This design comes from an exercise in tuning for small area and a short achievable clock period on the open sky130 flow, not from production work. Function was checked by simulation only, so behaviour that the tests miss may differ from the original.

==> v8: inputs <==
==> flow/design.v <==
`timescale 1ns/1ps
module cache (
    input  logic        clk,
    input  logic        rst_n,
    input  logic        read_en,
    input  logic        write_en,
    input  logic [31:0] address,
    input  logic [31:0] write_data,
    output logic [31:0] read_data,
    output logic        hit
);
    localparam NSETS = 16;
    logic [25:0] tag;
    logic [3:0]  index;
    logic        access;
    assign tag    = address[31:6];
    assign index  = address[5:2];
    assign access = read_en | write_en;
    logic [25:0] tag0  [0:NSETS-1];
    logic [25:0] tag1  [0:NSETS-1];
    logic [31:0] data0 [0:NSETS-1];
    logic [31:0] data1 [0:NSETS-1];
    logic [NSETS-1:0] v1;
    logic [NSETS-1:0] lru;
    logic [NSETS-1:0] sel;
    always_comb begin
        for (int s = 0; s < NSETS; s++) sel[s] = (index == s);
    end
    logic [NSETS-1:0] m0, m1, h0, h1;
    always_comb begin
        for (int s = 0; s < NSETS; s++) begin
            m0[s] = (v1[s] | lru[s]) & (tag0[s] == tag);
            m1[s] = v1[s] & (tag1[s] == tag);
            h0[s] = sel[s] & m0[s];
            h1[s] = sel[s] & m1[s];
        end
    end
    logic w0_hit, w1_hit;
    assign w0_hit = |h0;
    assign w1_hit = |h1;
    assign hit    = w0_hit | w1_hit;
    logic [31:0] data_out;
    always_comb begin
        data_out = '0;
        for (int s = 0; s < NSETS; s++) begin
            data_out = data_out | ({32{h0[s]}} & data0[s]) | ({32{h1[s]}} & data1[s]);
        end
    end
    logic [31:0] fill;
    assign fill = write_en ? write_data : address;
    always_ff @(posedge clk or negedge rst_n) begin
        if (!rst_n) begin
            v1        <= '0;
            lru       <= '0;
            read_data <= '0;
        end else if (access) begin
            read_data <= data_out;
            for (int s = 0; s < NSETS; s++) begin
                if (sel[s]) begin
                    if (hit) begin
                        lru[s] <= w0_hit;
                    end else begin
                        lru[s] <= ~lru[s];
                        if (lru[s]) v1[s] <= 1'b1;
                    end
                end
            end
        end
    end
    always_ff @(posedge clk) begin
        for (int s = 0; s < NSETS; s++) begin
            if (access && sel[s]) begin
                if (!hit && !lru[s]) tag0[s] <= tag;
                if (!hit &&  lru[s]) tag1[s] <= tag;
                if ((m0[s] && write_en) || (!hit && !lru[s])) data0[s] <= fill;
                if ((m1[s] && write_en) || (!hit &&  lru[s])) data1[s] <= fill;
            end
        end
    end
endmodule
==> flow/run.sh <==
#!/bin/bash
# synth_recipe.tcl (not shown) runs the flow's synth.tcl, then flattens the netlist and writes it again
# the make line also repeats each setting of config.mk as NAME=value (left out here)
make -C /OpenROAD-flow-scripts/flow DESIGN_CONFIG=/design/flow/config.mk WORK_HOME=/design/flow/orfs CLKGATE_MAP_FILE= SYNTH_SCRIPT=/design/flow/synth_recipe.tcl finish
==> flow/config.mk <==
export PLATFORM = sky130hd
export DESIGN_NAME = cache
export DESIGN_NICKNAME = cache
export VERILOG_FILES = /design/flow/design.v
export SDC_FILE = /design/flow/constraint.sdc
export NUM_CORES = 4
export LEC_CHECK = 0
export CAP_MARGIN = 20
export CORE_MARGIN = 2
export CORE_UTILIZATION = 45
export SLEW_MARGIN = 20
==> flow/constraint.sdc <==
create_clock -name core_clock -period 8.0 [get_ports {clk}]
set_input_delay 1.6000 -clock core_clock [delete_from_list [all_inputs] [get_ports {clk}]]
set_output_delay 1.6000 -clock core_clock [all_outputs]
set_load 0.01 [all_outputs]
==> v15: changes against v8 <==
==> flow/design.v, changed modules only <==
module cache_xnor2 (input logic a, b, output logic y);
    assign y = ~(a ^ b);
endmodule
module cache_nand3 (input logic a, b, c, output logic y);
    assign y = ~(a & b & c);
endmodule
module cache_nor3 (input logic a, b, c, output logic y);
    assign y = ~(a | b | c);
endmodule
module cache_nand2 (input logic a, b, output logic y);
    assign y = ~(a & b);
endmodule
module cache_nor2 (input logic a, b, output logic y);
    assign y = ~(a | b);
endmodule
module cache_line_match (
    input  logic [25:0] stored,
    input  logic [25:0] tag,
    input  logic        en,
    output logic        y_n
);
    logic [26:0] eq;
    genvar b;
    generate
        for (b = 0; b < 26; b++) begin : g_eq
            cache_xnor2 u_x (.a(stored[b]), .b(tag[b]), .y(eq[b]));
        end
    endgenerate
    assign eq[26] = en;
    logic [8:0] n;
    genvar k;
    generate
        for (k = 0; k < 9; k++) begin : g_n
            cache_nand3 u_n (.a(eq[3*k]), .b(eq[3*k+1]), .c(eq[3*k+2]), .y(n[k]));
        end
    endgenerate
    logic [2:0] g;
    generate
        for (k = 0; k < 3; k++) begin : g_g
            cache_nor3 u_g (.a(n[3*k]), .b(n[3*k+1]), .c(n[3*k+2]), .y(g[k]));
        end
    endgenerate
    cache_nand3 u_y (.a(g[0]), .b(g[1]), .c(g[2]), .y(y_n));
endmodule
module cache_or32n (input logic [31:0] in_n, output logic y);
    logic [15:0] l1;
    logic [7:0]  l2;
    logic [3:0]  l3;
    logic [1:0]  l4;
    genvar j;
    generate
        for (j = 0; j < 16; j++) begin : g_l1
            cache_nand2 u (.a(in_n[2*j]), .b(in_n[2*j+1]), .y(l1[j]));
        end
        for (j = 0; j < 8; j++) begin : g_l2
            cache_nor2 u (.a(l1[2*j]), .b(l1[2*j+1]), .y(l2[j]));
        end
        for (j = 0; j < 4; j++) begin : g_l3
            cache_nand2 u (.a(l2[2*j]), .b(l2[2*j+1]), .y(l3[j]));
        end
        for (j = 0; j < 2; j++) begin : g_l4
            cache_nor2 u (.a(l3[2*j]), .b(l3[2*j+1]), .y(l4[j]));
        end
    endgenerate
    cache_nand2 u_y (.a(l4[0]), .b(l4[1]), .y(y));
endmodule
module cache (
    input  logic        clk,
    input  logic        rst_n,
    input  logic        read_en,
    input  logic        write_en,
    input  logic [31:0] address,
    input  logic [31:0] write_data,
    output logic [31:0] read_data,
    output logic        hit
);
    localparam NSETS = 16;
    logic [25:0] tag;
    logic [3:0]  index;
    logic        access;
    assign tag    = address[31:6];
    assign index  = address[5:2];
    assign access = read_en | write_en;
    logic [25:0] tag0  [0:NSETS-1];
    logic [25:0] tag1  [0:NSETS-1];
    logic [31:0] data0 [0:NSETS-1];
    logic [31:0] data1 [0:NSETS-1];
    logic [NSETS-1:0] v1;
    logic [NSETS-1:0] lru;
    logic [NSETS-1:0] sel;
    always_comb begin
        for (int s = 0; s < NSETS; s++) sel[s] = (index == s);
    end
    logic [NSETS-1:0] h0, h1, h0_n, h1_n;
    genvar gs;
    generate
        for (gs = 0; gs < NSETS; gs++) begin : g_set
            cache_line_match u_m0 (.stored(tag0[gs]), .tag(tag), .en(sel[gs] & (v1[gs] | lru[gs])),
                                   .y_n(h0_n[gs]));
            cache_line_match u_m1 (.stored(tag1[gs]), .tag(tag), .en(sel[gs] & v1[gs]),
                                   .y_n(h1_n[gs]));
        end
    endgenerate
    assign h0 = ~h0_n;
    assign h1 = ~h1_n;
    cache_or32n u_hit (.in_n({h1_n, h0_n}), .y(hit));
    logic w0_hit, w1_hit;
    assign w0_hit = |h0;
    assign w1_hit = |h1;
    logic [31:0] data_out;
    always_comb begin
        data_out = '0;
        for (int s = 0; s < NSETS; s++) begin
            data_out = data_out | ({32{h0[s]}} & data0[s]) | ({32{h1[s]}} & data1[s]);
        end
    end
    logic [31:0] fill;
    assign fill = write_en ? write_data : address;
    always_ff @(posedge clk or negedge rst_n) begin
        if (!rst_n) begin
            v1        <= '0;
            lru       <= '0;
            read_data <= '0;
        end else if (access) begin
            read_data <= data_out;
            for (int s = 0; s < NSETS; s++) begin
                if (sel[s]) begin
                    if (hit) begin
                        lru[s] <= w0_hit;
                    end else begin
                        lru[s] <= ~lru[s];
                        if (lru[s]) v1[s] <= 1'b1;
                    end
                end
            end
        end
    end
    always_ff @(posedge clk) begin
        for (int s = 0; s < NSETS; s++) begin
            if (access && sel[s]) begin
                if (!hit && !lru[s]) tag0[s] <= tag;
                if (!hit &&  lru[s]) tag1[s] <= tag;
                if ((h0[s] && write_en) || (!hit && !lru[s])) data0[s] <= fill;
                if ((h1[s] && write_en) || (!hit &&  lru[s])) data1[s] <= fill;
            end
        end
    end
endmodule
CORE_UTILIZATION = 65   (was 45)
CTS_CLUSTER_DIAMETER = 60   (was not set)
CTS_CLUSTER_SIZE = 30   (was not set)
SETUP_SLACK_MARGIN = 4.0   (was not set)
SYNTH_HIERARCHICAL = 1   (was not set)
SYNTH_MINIMUM_KEEP_SIZE = 0   (was not set)
TNS_END_PERCENT = 5   (was not set)
==> v36: changes against v8 <==
==> flow/design.v, changed modules only <==
module cache_xnor2 (input logic a, b, output logic y);
    assign y = ~(a ^ b);
endmodule
module cache_nand4 (input logic a, b, c, d, output logic y);
    assign y = ~(a & b & c & d);
endmodule
module cache_nor4 (input logic a, b, c, d, output logic y);
    assign y = ~(a | b | c | d);
endmodule
module cache_nor3 (input logic a, b, c, output logic y);
    assign y = ~(a | b | c);
endmodule
module cache_nand2 (input logic a, b, output logic y);
    assign y = ~(a & b);
endmodule
module cache_line_match (
    input  logic [25:0] stored,
    input  logic [25:0] tag,
    input  logic        valid,
    input  logic        sel,
    output logic        y,
    output logic        y_n
);
    logic [27:0] eq;
    genvar b;
    generate
        for (b = 0; b < 26; b++) begin : g_eq
            cache_xnor2 u_x (.a(stored[b]), .b(tag[b]), .y(eq[b]));
        end
    endgenerate
    assign eq[26] = valid;
    assign eq[27] = sel;
    logic [6:0] n;
    genvar k;
    generate
        for (k = 0; k < 7; k++) begin : g_n
            cache_nand4 u_n (.a(eq[4*k]), .b(eq[4*k+1]), .c(eq[4*k+2]), .d(eq[4*k+3]), .y(n[k]));
        end
    endgenerate
    logic qa, qb;
    cache_nor4  u_qa (.a(n[0]), .b(n[1]), .c(n[2]), .d(n[3]), .y(qa));
    cache_nor3  u_qb (.a(n[4]), .b(n[5]), .c(n[6]), .y(qb));
    cache_nand2 u_y  (.a(qa), .b(qb), .y(y_n));
    assign y = qa & qb;
endmodule
module cache_or32n (input logic [31:0] in_n, output logic y);
    logic [7:0] t;
    genvar j;
    generate
        for (j = 0; j < 8; j++) begin : g_t
            cache_nand4 u_t (.a(in_n[4*j]), .b(in_n[4*j+1]), .c(in_n[4*j+2]), .d(in_n[4*j+3]), .y(t[j]));
        end
    endgenerate
    logic u0, u1;
    cache_nor4  u_u0 (.a(t[0]), .b(t[1]), .c(t[2]), .d(t[3]), .y(u0));
    cache_nor4  u_u1 (.a(t[4]), .b(t[5]), .c(t[6]), .d(t[7]), .y(u1));
    cache_nand2 u_y  (.a(u0), .b(u1), .y(y));
endmodule
module cache (
    input  logic        clk,
    input  logic        rst_n,
    input  logic        read_en,
    input  logic        write_en,
    input  logic [31:0] address,
    input  logic [31:0] write_data,
    output logic [31:0] read_data,
    output logic        hit
);
    localparam NSETS = 16;
    logic [25:0] tag;
    logic [3:0]  index;
    logic        access;
    assign tag    = address[31:6];
    assign index  = address[5:2];
    assign access = read_en | write_en;
    logic [25:0] tag0  [0:NSETS-1];
    logic [25:0] tag1  [0:NSETS-1];
    logic [31:0] data0 [0:NSETS-1];
    logic [31:0] data1 [0:NSETS-1];
    logic [NSETS-1:0] v1;
    logic [NSETS-1:0] lru;
    logic [NSETS-1:0] sel;
    always_comb begin
        for (int s = 0; s < NSETS; s++) sel[s] = (index == s);
    end
    logic [NSETS-1:0] h0, h1, h0_n, h1_n;
    genvar gs;
    generate
        for (gs = 0; gs < NSETS; gs++) begin : g_set
            cache_line_match u_m0 (.stored(tag0[gs]), .tag(tag), .valid(v1[gs] | lru[gs]),
                                   .sel(sel[gs]), .y(h0[gs]), .y_n(h0_n[gs]));
            cache_line_match u_m1 (.stored(tag1[gs]), .tag(tag), .valid(v1[gs]),
                                   .sel(sel[gs]), .y(h1[gs]), .y_n(h1_n[gs]));
        end
    endgenerate
    cache_or32n u_hit (.in_n({h1_n, h0_n}), .y(hit));
    logic [NSETS-1:0] hs;
    assign hs = h0 | h1;
    logic [31:0] data_out;
    always_comb begin
        data_out = '0;
        for (int s = 0; s < NSETS; s++) begin
            data_out = data_out | ({32{h0[s]}} & data0[s]) | ({32{h1[s]}} & data1[s]);
        end
    end
    logic [31:0] fill;
    assign fill = write_en ? write_data : address;
    always_ff @(posedge clk or negedge rst_n) begin
        if (!rst_n) begin
            v1        <= '0;
            lru       <= '0;
            read_data <= '0;
        end else if (access) begin
            read_data <= data_out;
            for (int s = 0; s < NSETS; s++) begin
                if (sel[s]) begin
                    if (hs[s]) begin
                        lru[s] <= h0[s];
                    end else begin
                        lru[s] <= ~lru[s];
                        if (lru[s]) v1[s] <= 1'b1;
                    end
                end
            end
        end
    end
    always_ff @(posedge clk) begin
        for (int s = 0; s < NSETS; s++) begin
            if (access && sel[s]) begin
                if (!hs[s] && !lru[s]) tag0[s] <= tag;
                if (!hs[s] &&  lru[s]) tag1[s] <= tag;
                if ((h0[s] && write_en) || (!hs[s] && !lru[s])) data0[s] <= fill;
                if ((h1[s] && write_en) || (!hs[s] &&  lru[s])) data1[s] <= fill;
            end
        end
    end
endmodule
CAP_MARGIN = 5   (was 20)
CORE_UTILIZATION = 55   (was 45)
CTS_CLUSTER_DIAMETER = 60   (was not set)
CTS_CLUSTER_SIZE = 30   (was not set)
PLACE_DENSITY = 0.85   (was not set)
SETUP_SLACK_MARGIN = 4.0   (was not set)
SLEW_MARGIN = 5   (was 20)
SYNTH_HIERARCHICAL = 1   (was not set)
SYNTH_MINIMUM_KEEP_SIZE = 0   (was not set)
TNS_END_PERCENT = 5   (was not set)
==> qor summary <==
quantity                                                                             v15                            v36                         v8
Result of the run                                       no timing/DRC/antenna violations     complete, but fails checks  no timing/DRC/antenna violations
Violated checks                                                                        -  capacitance limit, slew limit                          -
Final #Nets                                                                         5100                           4642                       5578
Post-CTS repair timing setup buffer count                                            116                             36                          0
Routed vias                                                                        47200                          46600                      53300
Clock slew seen by the registers of the worst setup and hold paths               0.05 ns                        0.08 ns                    0.06 ns
Area of the core                                                             115000 um^2                    135000 um^2                178000 um^2
Final Max Slew Viols                                                                   0                              6                          0
Routed WL per cell                                                               38.4 um                        37.9 um                    37.5 um
Slew HR                                                                            24.1%                         -14.9%                      11.3%
Clock-cell share of area                                                           5.15%                          4.51%                      6.95%
CP Max Fanout                                                                          6                              6                          7
CTS buffer count                                                                     139                            109                        194
Worst voltage drop across the vdd grid                                            253 uV                         208 uV                     206 uV
Met3 Routed Length                                                              40100 um                       44500 um                   37900 um
Count of placed standard cells in the final layout, fillers left out                6656                           6459                       8044
Largest net degree at the start of global routing                                     55                             66                         57
Chip width                                                                        344 um                         373 um                     426 um
Fraction of met3 tracks used by global routing                                     11.7%                          11.5%                      8.54%
Die footprint                                                                119000 um^2                    139000 um^2                182000 um^2
Logic inverters                                                                       32                              5                         15
XOR/XNOR share of the synthesized area                                             9.68%                          9.74%                      9.08%
Maximum single-stage delay on the critical path                                  0.33 ns                        0.37 ns                    1.06 ns
Final weighted congestion in routability-driven placement                          0.894                          0.881                      0.998
H-Tree Depth                                                                           4                              3                          4
Count of cell instances traversed by the critical path                                14                             11                          9
Startpoint of the lowest-slack hold path                              v1[15]$_DFFE_PN0P_             v1[12]$_DFFE_PN0P_  read_data[14]$_DFFE_PN0N_

==> port drivers added, routing unchanged <==
The results above use ideal ports. As a check the final layouts listed here were re-extracted and re-timed, cells and wires unchanged. Step 1, drivers: a clkbuf_16 drives clk and a buf_2 each remaining input, both assumed. Step 2 also shifts input and output timing later by t, the mid clock arrival at the registers, as if the neighbouring blocks saw the same clock. a / b / c = no drivers / after step 1 / after step 2; a / b = the first two.
| run | t, ns | setup WS [ns] | hold WS [ns] | worst setup path after step 2 | worst data-port slew with drivers (ns) |
|---|---|---|---|---|---|
| v8 | 0.947 | 0.676 / 0.649 / 0.649 | 0.507 / 0.507 / 0.507 | input to output | 0.05 |
| v15 | 0.855 | 2.810 / 2.485 / 1.956 | 0.495 / 0.495 / 0.495 | input to register | 0.50 |
| v36 | 0.858 | 2.775 / 2.585 / 2.091 | 0.502 / 0.502 / 0.502 | input to register | 0.30 |
The setup slack of v15, which loses most, moves by -0.325 ns with the drivers and by -0.854 ns with both steps.
